Source: an optimization exercise on an open RTL-to-GDS flow (aim: a short achievable clock period and few clock cycles). Production flows keep margins and buffers that such runs may drop. In this exercise RTL edits were held to simulation tests only and were not proved equivalent to the original. Power and IR drop assume default switching activity.

## flow/run.sh

```bash
#!/bin/bash
set -euo pipefail
MARGIN=$(cat flow/margin.txt)
bash standard.sh synth > synth_make.log 2>&1
bash standard.sh SETUP_SLACK_MARGIN=$MARGIN finish > layout_make.log 2>&1
```

## flow/margin.txt

```
7.4
```

## standard.sh

```bash
#!/bin/bash
# synth_recipe.tcl (not shown) runs the flow's synth.tcl, then flattens the netlist and writes it again
# the make line also repeats each setting of config.mk as NAME=value (left out here)
make -C /OpenROAD-flow-scripts/flow DESIGN_CONFIG=/design/flow/config.mk WORK_HOME=/design/flow/orfs CLKGATE_MAP_FILE= SYNTH_SCRIPT=/design/flow/synth_recipe.tcl "${@:-finish}"
```

## config.mk

```make
export PLATFORM = sky130hd
export DESIGN_NAME = mips_top
export DESIGN_NICKNAME = mips_top
export VERILOG_FILES = /design/flow/design.v
export SDC_FILE = /design/flow/constraint.sdc
export NUM_CORES = 4
export LEC_CHECK = 0
export ABC_CLOCK_PERIOD_IN_PS = 2500
export CAP_MARGIN = 20
export CORE_MARGIN = 2
export CORE_UTILIZATION = 40
export PLACE_DENSITY = 0.6
export SETUP_SLACK_MARGIN = 5
export SLEW_MARGIN = 20
export SYNTH_HIERARCHICAL = 1
```

## constraint.sdc

```tcl
create_clock -name core_clock -period 10.5 [get_ports {clk}]
set_input_delay 2.1000 -clock core_clock [delete_from_list [all_inputs] [get_ports {clk}]]
set_output_delay 2.1000 -clock core_clock [all_outputs]
set_load 0.01 [all_outputs]
```

## design.v

```verilog
module alu(srca, srcb, sub, sel_sum, sel_and, sel_or, sel_slt, aluresult);
  input [31:0] srca, srcb;
  input sub, sel_sum, sel_and, sel_or, sel_slt;
  output [31:0] aluresult;
  reg [31:0] g, p, gn, pn, sum;
  integer i, d;
  always @(*) begin
    p = srca ^ srcb;
    g = srca & srcb;
    g[0] = g[0] | (p[0] & sub);
    for (d = 1; d < 32; d = d * 2) begin
      gn = g;
      pn = p;
      for (i = d; i < 32; i = i + 1) begin
        gn[i] = g[i] | (p[i] & g[i - d]);
        pn[i] = p[i] & p[i - d];
      end
      g = gn;
      p = pn;
    end
    sum = (srca ^ srcb) ^ {g[30:0], sub};
  end
  wire lt = (srca[31] == srcb[31]) ? srca[31] : sum[31];
  assign aluresult = ({32{sel_sum}} & sum) |
                     ({32{sel_and}} & (srca & srcb)) |
                     ({32{sel_or}}  & (srca | srcb)) |
                     {31'd0, sel_slt & lt};
endmodule
module control_unit(opcode, funct, is_r, is_addi, is_lw, is_sw, is_beq, sub, sel_and, sel_or, sel_slt);
  input [5:0] opcode, funct;
  output is_r, is_addi, is_lw, is_sw, is_beq;
  output sub, sel_and, sel_or, sel_slt;
  assign is_r    = opcode == 6'b000000;
  assign is_addi = opcode == 6'b001000;
  assign is_lw   = opcode == 6'b100011;
  assign is_sw   = opcode == 6'b101011;
  assign is_beq  = opcode == 6'b000100;
  assign sub     = is_r && (funct == 6'b100010 || funct == 6'b101010);
  assign sel_and = is_r && funct == 6'b100100;
  assign sel_or  = is_r && funct == 6'b100101;
  assign sel_slt = is_r && funct == 6'b101010;
endmodule
module branch_target(ins, pc4, allow, other, next, take, outside);
  input  [31:0] ins;
  input  [31:2] pc4;
  input         allow;
  input  [31:2] other;
  output [31:2] next;
  output        take;
  output        outside;
  wire always_taken = (ins[31:26] == 6'b000100) && (ins[25:21] == ins[20:16]);
  assign take = always_taken & allow;
  wire [16:0] lo = {1'b0, pc4[17:2]} + {1'b0, ins[15:0]};
  assign next = take ? {pc4[31:18], lo[15:0]} : other;
  assign outside = lo[16] ^ ins[15];
endmodule
module register_file(clk, we3, sel1, sel2, a3, wd3, rd1, rd2);
  input clk, we3;
  input [31:0] sel1, sel2;
  input [4:0] a3;
  input [31:0] wd3;
  output reg [31:0] rd1, rd2;
  reg [31:0] regs [1:31];
  integer i;
  always @(posedge clk)
    if (we3 && a3 != 5'd0)
      regs[a3] <= wd3;
  always @(*) begin
    rd1 = 32'd0;
    rd2 = 32'd0;
    for (i = 1; i < 32; i = i + 1) begin
      rd1 = rd1 | ({32{sel1[i]}} & regs[i]);
      rd2 = rd2 | ({32{sel2[i]}} & regs[i]);
    end
  end
endmodule
module mips_cpu(clk, rst, instruction_memory_a, instruction_memory_rd, data_memory_a, data_memory_rd, data_memory_we, data_memory_wd,
                register_a1, register_a2, register_a3, register_we3, register_wd3, register_rd1, register_rd2);
  input clk, rst;
  output data_memory_we;
  output [31:0] instruction_memory_a, data_memory_a, data_memory_wd;
  input [31:0] instruction_memory_rd, data_memory_rd;
  output register_we3;
  output [31:0] register_a1, register_a2;    
  output [4:0] register_a3;
  output [31:0] register_wd3;
  input [31:0] register_rd1, register_rd2;
  reg  [31:0] pc_out, pc_n;
  wire [31:0] pc = ~pc_n;
  wire [31:0] pc4 = pc + 32'd4;
  assign instruction_memory_a = pc_out;
  wire [31:0] ins_f = instruction_memory_rd;
  wire [31:2] next_f;
  wire        take_f;
  wire        cross_f;
  reg         v_d;
  reg         fix_d;    
  reg  [31:0] ir_d;
  reg  [31:0] ir_dn;    
  reg  [31:0] pc4_d;
  wire [4:0]  rs = ir_d[25:21], rt = ir_d[20:16], rd = ir_d[15:11];
  wire is_r, is_addi, is_lw, is_sw, is_beq, sub_d, and_d, or_d, slt_d;
  control_unit cu(ir_d[31:26], ir_d[5:0], is_r, is_addi, is_lw, is_sw, is_beq, sub_d, and_d, or_d, slt_d);
  wire [31:0] imm_d = {{16{ir_d[15]}}, ir_d[15:0]};
  wire [31:0] tgt_d = pc4_d + {imm_d[29:0], 2'b00};
  wire [4:0]  dst_d = is_r ? rd : rt;
  wire        wr_d  = v_d & (is_r | is_addi | is_lw) & (dst_d != 5'd0);
  wire        beq_dyn    = v_d & is_beq & (rs != rt);
  wire        sum_d      = is_addi | (is_r & (ir_d[5:0] == 6'b100000 || ir_d[5:0] == 6'b100010));
  wire        use_rs = is_r | is_addi | is_lw | is_sw | (is_beq & (rs != rt));
  wire        use_rt = is_r | is_sw | (is_beq & (rs != rt));
  reg  [31:0] a_e, b_e, sd_e, tgt_e;
  reg         wr_e, ld_e, st_e, br_e, mem_e, sum_e;
  reg  [4:0]  rd_e;
  reg         sub_e, and_e, or_e, slt_e, add_e;
  reg  [31:0] res_m, addr_m, sd_m;
  reg         wr_m, ld_m, st_m;
  reg  [4:0]  rd_m;
  wire [31:0] alu_e;
  alu alu1(a_e, b_e, sub_e, add_e, and_e, or_e, slt_e, alu_e);
  wire taken_e = br_e & (a_e == b_e);
  wire zero_e = ((a_e ^ b_e) == {a_e[30:0] | b_e[30:0], sub_e});
  wire [31:0] res_m_val = ld_m ? data_memory_rd : res_m;
  assign data_memory_a  = addr_m;
  assign data_memory_wd = sd_m;
  assign data_memory_we = st_m;
  assign register_we3 = wr_m;
  assign register_a3  = rd_m;
  assign register_wd3 = res_m_val;
  reg         fwd_e_rs, fwd_e_rt, fwd_m_rs, fwd_m_rt;
  wire [31:0] rs_old = fwd_m_rs ? res_m_val : register_rd1;
  wire [31:0] rt_old = fwd_m_rt ? res_m_val : register_rd2;
  wire        use_imm = is_addi | is_lw | is_sw;
  wire [31:0] a_next  = fwd_e_rs ? alu_e : rs_old;
  wire [31:0] sd_next = fwd_e_rt ? alu_e : rt_old;
  wire [31:0] b_other = (use_imm ? imm_d : rt_old) ^ {32{sub_d}};
  wire [31:0] b_next  = (fwd_e_rt & ~use_imm) ? (alu_e ^ {32{sub_d}}) : b_other;
  wire fast_d  = beq_dyn & wr_e & sum_e & (((rt == 5'd0) & (rs == rd_e)) | ((rs == 5'd0) & (rt == rd_e)));
  wire taken_d = fast_d & zero_e;
  wire stall = ld_e & wr_e & v_d & ((use_rs & rd_e == rs) | (use_rt & rd_e == rt));
  reg  [31:0] sel1_d, sel2_d;
  wire [4:0]  rs_f = stall ? rs : ins_f[25:21];
  wire [4:0]  rt_f = stall ? rt : ins_f[20:16];
  integer k;
  always @(posedge clk)
    for (k = 0; k < 32; k = k + 1) begin
      sel1_d[k] <= (k != 0) && (rs_f == k);
      sel2_d[k] <= (k != 0) && (rt_f == k);
    end
  assign register_a1 = sel1_d;
  assign register_a2 = sel2_d;
  always @(posedge clk) begin
    fwd_e_rs <= ~stall & ~taken_e & wr_d & (dst_d == rs_f);
    fwd_e_rt <= ~stall & ~taken_e & wr_d & (dst_d == rt_f);
    fwd_m_rs <= wr_e & (rd_e == rs_f);
    fwd_m_rt <= wr_e & (rd_e == rt_f);
  end
  reg  [3:0]  bt_v;
  reg  [31:2] bt_pc [0:3];    
  reg  [31:2] bt_tgt [0:3];
  reg  [1:0]  bt_ptr;
  reg         bt_ins;      
  reg  [31:2] pc_prev;     
  reg  [3:0]  hit4, hitc;
  reg  [31:2] skip_tgt_r;
  integer j;
  wire [31:2] pc_m4 = pc[31:2] - 30'd1;
  always @(*) begin
    skip_tgt_r = 30'd0;
    for (j = 0; j < 4; j = j + 1) begin
      hit4[j] = bt_v[j] && bt_pc[j] == pc[31:2];
      hitc[j] = bt_v[j] && bt_pc[j] == pc_m4;
      skip_tgt_r = skip_tgt_r | ({30{hit4[j]}} & bt_tgt[j]);
    end
  end
  wire        skip_hit = |hit4;
  wire [31:0] skip_tgt = {skip_tgt_r, 2'b00};
  always @(posedge clk) begin
    pc_prev <= pc[31:2];
    if (rst) begin
      bt_v <= 4'd0;
      bt_ins <= 1'b0;
      bt_ptr <= 2'd0;
    end else begin
      bt_ins <= take_f & ~(|hitc);
      if (bt_ins && !fix_d) begin
        bt_v[bt_ptr] <= 1'b1;
        bt_pc[bt_ptr] <= pc_prev - 30'd1;
        bt_tgt[bt_ptr] <= pc[31:2];
        bt_ptr <= bt_ptr + 2'd1;
      end
    end
  end
  wire fix_now = v_d & fix_d;
  wire allow_f = ~rst & ~taken_e & ~stall & ~taken_d & ~fix_now;
  wire [31:0] pc_other = rst ? 32'd0 :
                         taken_e ? tgt_e :
                         stall ? pc4_d :    
                         (taken_d | fix_now) ? tgt_d :
                         skip_hit ? skip_tgt : pc4;
  branch_target btf(ins_f, pc4[31:2], allow_f, pc_other[31:2], next_f, take_f, cross_f);
  wire [31:0] pc_next = {next_f, 2'b00};
  always @(posedge clk) begin
    pc_out <= pc_next;
    pc_n   <= ~pc_next;
  end
  always @(posedge clk) begin
    if (rst) begin
      v_d <= 1'b0;
      fix_d <= 1'b0;
      wr_e <= 1'b0; ld_e <= 1'b0; st_e <= 1'b0; br_e <= 1'b0; mem_e <= 1'b0; sum_e <= 1'b0;
      wr_m <= 1'b0; ld_m <= 1'b0; st_m <= 1'b0;
    end else begin
      if (taken_e || taken_d || fix_now) begin
        v_d <= 1'b0;
      end else if (!stall) begin
        v_d <= 1'b1;
      end
      fix_d <= take_f & cross_f;
      if (taken_e || stall) begin
        wr_e <= 1'b0; ld_e <= 1'b0; st_e <= 1'b0; br_e <= 1'b0; mem_e <= 1'b0; sum_e <= 1'b0;
      end else begin
        wr_e <= wr_d;
        ld_e <= v_d & is_lw;
        st_e <= v_d & is_sw;
        br_e <= beq_dyn & ~fast_d;
        sum_e <= v_d & sum_d;
        mem_e <= v_d & (is_lw | is_sw);
      end
      wr_m <= wr_e;
      ld_m <= ld_e;
      st_m <= st_e;
    end
  end
  always @(posedge clk) begin
    ir_d  <= stall ? ~ir_dn : instruction_memory_rd;
    ir_dn <= stall ? ir_dn : ~instruction_memory_rd;
    if (!stall)
      pc4_d <= pc4;
    a_e   <= a_next;
    b_e   <= b_next;
    sd_e  <= sd_next;
    tgt_e <= tgt_d;
    rd_e  <= dst_d;
    sub_e <= sub_d;
    and_e <= and_d;
    or_e  <= or_d;
    slt_e <= slt_d;
    add_e <= ~(and_d | or_d | slt_d);
    res_m <= alu_e;
    rd_m  <= rd_e;
    sd_m  <= sd_e;
    addr_m <= mem_e ? alu_e : 32'd0;
  end
endmodule
module mips_top(clk, rst, imem_addr, imem_rdata, dmem_addr, dmem_we, dmem_wdata, dmem_rdata);
  input clk, rst;
  output [31:0] imem_addr;
  input [31:0] imem_rdata;
  output [31:0] dmem_addr;
  output dmem_we;
  output [31:0] dmem_wdata;
  input [31:0] dmem_rdata;
  wire [31:0] s1, s2;
  wire [4:0] a3;
  wire we3;
  wire [31:0] wd3, rd1, rd2;
  mips_cpu cpu(clk, rst, imem_addr, imem_rdata, dmem_addr, dmem_rdata, dmem_we, dmem_wdata,
               s1, s2, a3, we3, wd3, rd1, rd2);
  register_file rf(clk, we3, s1, s2, a3, wd3, rd1, rd2);
endmodule
```

==> results of run 1 <==
-- power breakdown --
group / internal (W) / switching, W / total (W)
combinational: 0.00114 / 0.00239 / 0.00352
sequential: 0.00815 / 0.000146 / 0.00829
clock: 0.00369 / 0.00283 / 0.00652
-- worst reg2reg max path: cells and delay by family (launching register included) --
kind            cells  cell delay (ns)
simple gates        5             1.36
xor+xnor            1             0.22
flops               1             0.49
compound gates      4             0.83
buf+inv             3             0.42
-- layer usage --
| metal | global-route usage, % | vias up | wire length (um) |
|---|---|---|---|
| met4 | 21.9 | 34 | 27200 |
| met1 | 35.7 | 28800 | 107000 |
| met3 | 6.88 | 1167 | 31500 |
| met5 | 0.0496 | - | 231 |
| li1 | - | 24200 | - |
| met2 | 46.7 | 3950 | 137000 |
-- per-stage QoR --
stage / utilization [%] / worst slack [ns] / hold WS [ns] / cells
detailed placement: 42.5 / 5.67 / 0.312 / 8462
CTS: 47.5 / 7.02 / 0.324 / 8928
global placement: 42.5 / 5.67 / 0.313 / 8462
global route: 49.4 / 6.93 / 0.328 / 9067
floorplan: - / 6.65 / 0.310 / 6042
finish: 49.4 / 7.06 / 0.323 / 9075
-- how the worst max path moves through the flow --
stage	endpoint	slack [ns]
6_report	imem_addr[30]	7.06
3_5_place_dp	cpu.pc_out[10]	5.67
4_1_cts	imem_addr[30]	7.02
2_1_floorplan	cpu.fix_d	6.65
5_1_grt	cpu.pc_n[15]	6.93
3_3_place_gp	cpu.pc_out[14]	5.67
-- layout make-up --
class	instances	area, um^2	area share, %
inverter	282	1200	1.28
timing repair buffer	529	5180	5.53
tap	2511	3140	3.35
clock buffer	236	4910	5.24
sequential	1737	48100	51.3
clock inverter	98	1090	1.17
antenna	9	22.5	0.0240
timing repair inverter	30	229	0.244
multi-input combinational	3643	29900	31.9
-- timing repair --
action,4_1_cts,5_1_grt
pin swaps,114,177
endpoints found under the setup margin,1173,956
buffers inserted,97,118
resized for setup,1070,531
cloned,35,18
-- registers in the layout, indices dropped and copies added, names as in the netlist, 30 cells and up --
register / flops
cpu.a_e: 32
cpu.addr_m: 32
cpu.b_e: 32
cpu.bt_pc: 120
cpu.bt_tgt: 120
cpu.ir_d: 32
cpu.ir_dn: 32
cpu.pc4_d: 30
cpu.pc_n: 30
cpu.pc_out: 30
cpu.pc_prev: 30
cpu.res_m: 32
cpu.sd_e: 32
cpu.sd_m: 32
cpu.sel1_d: 31
cpu.sel2_d: 31
cpu.tgt_e: 30
rf.regs: 992
==> results.py, run 1 <==
metrics = {
    "critical_path": {
        "worst_r2r_path_depth": 13,
        "r2r_slack_ns": 7.08,
        "worstPathMaxFanout": 1,
        "slowest_delay_ns": 0.41,
        "crit_buf_inv": 1,
        "cp_slowest_cell": "dfxtp_4",
        "timing.rr.start": "cpu.pc_n[30]",
        "cp-startpoint": "cpu.pc_out[30]",
        "worstPathCellList": "buf_6",
        "r2r-end": "cpu.pc_n[26]",
        "cp-start-kind": "register",
        "cp.arrival_ns": 1.34,
        "cp_top_family": "flip-flops",
        "cp.required_ns": 8.40,
        "critPathCaptureType": "output pin",
        "critPathKind": "register to output pin",
        "cp.depth": 1,
    },
    "drt": {
        "drt_wl_total_mm": 303,
        "avgViaCountPerCell": 6.41,
        "drc": 0,
        "drt-initial-drc-count": 8363,
        "drtAntennaViolNets": 0,
        "firstDrtPassIters": 10,
        "routedWlPerCell_um": 33.4,
        "vias": 58200,
    },
    "sta": {
        "hold_viol": 0,
        "slew_violations": 0,
        "fmaxAchievable_mhz": 291,
        "min_period_ns": 3.44,
        "worst_pin_slew_ns": 1.12,
        "setup_viol": 0,
        "tns_ns": 0,
        "slew_headroom_pct": 25.2,
        "min_period_over_period_pct": 32.7,
        "fin_skew_ns": 0.0608,
        "grt_setup_unrepaired": "yes",
    },
    "hold_path": {
        "worstHoldPathType": "register to register",
        "holdPathStages": 0,
        "min_to": "cpu.sd_m[2]",
        "min_from": "cpu.sd_e[2]",
    },
    "grt": {
        "grt_start_max_net_pins": 65,
        "antenna_found_initial": 30,
        "grt_pass1_vias": 55500,
        "grt.total_usage_pct": 29.7,
        "grt_pass1_wl_mm": 412,
        "grt_overflow": 0,
    },
    "cts": {
        "hold_buffers": 0,
        "cts.sinks": 1737,
        "clock_path_buffers": 3,
        "htreeDepth": 4,
        "worstSkewPairLatency_ns": 0.84,
        "root_buffer": "clkbuf_16",
        "clk_pin_slew_worst_paths_ns": 0.06,
        "numCtsBuffers": 179,
        "cts_tree": "built",
    },
    "cells_and_area": {
        "final_cell_mix": "edfxtp_1 (1294), a22oi_1 (781), nand2_1 (323)",
        "finalInstanceArea_um2": 93700,
        "syn_to_final_growth_pct": 22.9,
        "final_nets": 6619,
        "n_fill_cell": 16200,
        "mostFrequentLayoutCell": "edfxtp_1",
        "drive_above_1_share_pct": 25.1,
    },
    "flow_run": {
        "drv_cap": 0,
    },
    "die": {
        "core_area_um2": 190000,
        "core.rowCount": 160,
        "die_x_um": 441,
        "die_y_um": 441,
        "start_util_pct": 40.2,
        "dieArea_um2": 194000,
        "ios": 163,
    },
    "place": {
        "io_buffers": 160,
        "dpl_cell_area_um2": 80700,
        "gp_congestion": 0.970,
        "place_hpwl_mm": 181,
    },
    "pwr": {
        "p_leak_nw": 32.2,
        "p_total_w": 0.0183,
        "ir_worst_vdd_mv": 0.174,
        "power.density_nw_per_um2": 196,
    },
    "synthesis": {
        "syn_avg_cell_area_um2": 12.6,
        "synth_cells": 6041,
        "yosys_warnings": 9,
        "syn_area_um2": 76300,
    },
    "run_status": {
        "status": "timing/DRC/antenna clean",
    },
}
Testbench counts, summed over its fixed seeds: cycles 11,662.
==> run 2: changes to the inputs <==
==> flow/margin.txt (replaced) <==
7.2
==> run 2 against run 1 <==
Compared with the run above: via count down 1.8%; still clean; sequential share of layout area rose by 1.2 points; cell area down 2.2%; clock power is 0.6% higher; global-route usage down 0.44 points; count of clock-buffer cells in the layout increased by 8; wire length shrank 3.0%.
==> results.py, run 2 <==
metrics = {
    "run_status": {
        "status": "timing/DRC/antenna clean",
    },
    "die": {
        "die_y_um": 441,
        "die_x_um": 441,
        "dieArea_um2": 194000,
        "core_area_um2": 190000,
        "start_util_pct": 40.2,
        "ios": 163,
        "core.rowCount": 160,
    },
    "cells_and_area": {
        "largest_reg_flops": 992,
        "final_cell_mix": "edfxtp_1 (1294), a22oi_1 (781), nand2_1 (327)",
        "fin_util_pct": 48.3,
        "syn_to_final_growth_pct": 20.2,
        "top_register": "rf.regs",
        "finalInstanceArea_um2": 91600,
        "reg_top3": "rf.regs (992), cpu.bt_pc (120), cpu.bt_tgt (120)",
        "drive_above_1_share_pct": 21.5,
        "final_nets": 6482,
        "mostFrequentLayoutCell": "edfxtp_1",
    },
    "drt": {
        "firstDrtPassIters": 9,
        "vias": 57200,
        "drtAntennaViolNets": 0,
        "drt-initial-drc-count": 8606,
        "routedWlPerCell_um": 32.9,
        "drc": 0,
        "avgViaCountPerCell": 6.39,
        "drt_wl_total_mm": 294,
    },
    "cts": {
        "clock_path_buffers": 3,
        "cts_tree": "built",
        "numCtsBuffers": 179,
        "htreeDepth": 4,
        "clk_pin_slew_worst_paths_ns": 0.06,
        "cts.sinks": 1737,
        "worstSkewPairLatency_ns": 0.85,
        "root_buffer": "clkbuf_16",
        "hold_buffers": 0,
    },
    "synthesis": {
        "syn_avg_cell_area_um2": 12.6,
        "yosys_warnings": 9,
        "syn_area_um2": 76300,
        "synth_cells": 6041,
    },
    "pwr": {
        "p_leak_nw": 31.5,
        "power.density_nw_per_um2": 195,
        "ir_worst_vdd_mv": 0.175,
    },
    "critical_path": {
        "slowest_delay_ns": 0.71,
        "crit_buf_inv": 4,
        "cp-start-kind": "primary input",
        "cp_slowest_cell": "clkdlybuf4s50_1",
        "worstPathCellList": "clkdlybuf4s50_1 > xnor2_1 > nand3_1 > or4_4 > buf_12 > buf_16 > o21ai_4 > inv_1",
        "cp.required_ns": 11.22,
        "critPathCaptureType": "register",
        "cp.arrival_ns": 4.36,
        "cp_top_family": "buffers and inverters",
        "critPathKind": "primary input to register",
        "worstPathMaxFanout": 6,
    },
    "flow_run": {
        "drv_cap": 0,
    },
    "sta": {
        "min_period_over_period_pct": 34.7,
        "min_period_ns": 3.64,
        "fin_skew_ns": 0.0919,
        "fmaxAchievable_mhz": 275,
        "tns_ns": 0,
        "slew_headroom_pct": 16.4,
        "grt_setup_unrepaired": "yes",
        "hold_viol": 0,
        "worst_pin_slew_ns": 1.25,
        "slew_violations": 0,
        "setup_viol": 0,
        "postLayoutSetupSlackWorst_ns": 6.86,
    },
    "grt": {
        "grt.total_usage_pct": 29.3,
        "grt_pass1_wl_mm": 407,
        "grt_start_max_net_pins": 65,
        "antenna_found_initial": 22,
        "grt_overflow": 0,
        "grt_pass1_vias": 55300,
    },
    "place": {
        "place_hpwl_mm": 181,
        "dpl_cell_area_um2": 80600,
        "dp_worst_setup_slack_ns": 5.64,
        "gp_congestion": 0.964,
        "io_buffers": 160,
    },
    "hold_path": {
        "worstHoldPathType": "register to register",
    },
}
-- run 2: path summary, 6_finish.rpt --
path,to,depth (start not counted),slack (ns),from
setup / recovery,cpu.pc_n[4],8,6.86,imem_rdata[20]
hold / removal,cpu.sd_m[15],0,0.33,cpu.sd_e[15]
setup reg to reg,cpu.pc_n[4],15,6.90,cpu.a_e[29]
hold reg to reg,cpu.sd_m[15],0,0.33,cpu.sd_e[15]
-- run 2: report_power, final --
part	leakage [nW]	switching (W)	internal [W]
Combinational	13.0	0.00209	0.000938
Sequential	15.5	0.000127	0.00817
Clock	2.95	0.00286	0.00370
-- run 2: per-layer routing --
metal,part of all wire [%],wire length [um],GRT usage [%]
met1,36,105000,35.6
met2,46,135000,46.9
met5,0.066,195,0
met4,8.1,23900,19.3
met3,10,29700,6.24
-- run 2: cell type report --
cell class | instances | area (um^2)
diodes | 17 | 42.5
clock buffers | 244 | 4940
clock inverters | 93 | 1170
fillers | 16400 | 98200
inverters | 282 | 1110
multi-input cells | 3639 | 29000
flip-flops and latches | 1737 | 48100
well taps | 2511 | 3140
repair buffers | 420 | 4050
repair inverters | 6 | 46.3
-- run 2: per-stage QoR --
stage | std cells | total power (W) | hold slack, ns
global placement | 8451 | 0.0107 | 0.313
finish | 8949 | 0.0179 | 0.326
detailed placement | 8453 | 0.0107 | 0.312
global route | 8943 | 0.0183 | 0.329
CTS | 8860 | 0.0175 | 0.327
floorplan | 6042 | 0.00964 | 0.310
-- run 2: what timing repair did --
action | CTS | global route
pin swaps | 86 | 131
endpoints found under the setup margin | 618 | 480
gates resized for setup | 918 | 410
endpoints found under the hold margin | 0 | 0
setup buffers | 56 | 63
cloned | 14 | 6

-- what the ideal ports hide --
Ports are ideal in the flow. The routed layouts listed here were re-timed in OpenROAD.
Step 1: set_driving_cell puts a clkbuf_16 on clk and a buf_2 on each other input, an assumption about the parent block.
Step 2, shift: input delay + t, output delay - t, t = (earliest + latest rising clock arrival at the registers) / 2. This alone moves slack from input paths to output paths.
Three values: ideal, step 1, step 2; two values: the first two.
run | t (ns) | setup slack, ns | hold slack, ns | worst slew at a driven data input, ns | pins driven straight from the clock port
run 1 | 0.901 | 7.064 / 6.975 / 6.074 | 0.323 / 0.323 / 0.323 | 0.20 | 1
run 2 | 0.899 | 6.861 / 6.863 / 5.963 | 0.326 / 0.326 / 0.326 | 0.23 | 1
After both steps setup and hold are still met in every run listed. For run 1, which loses most, drivers alone change the setup slack by -0.089 ns; drivers and shift together by -0.990 ns.
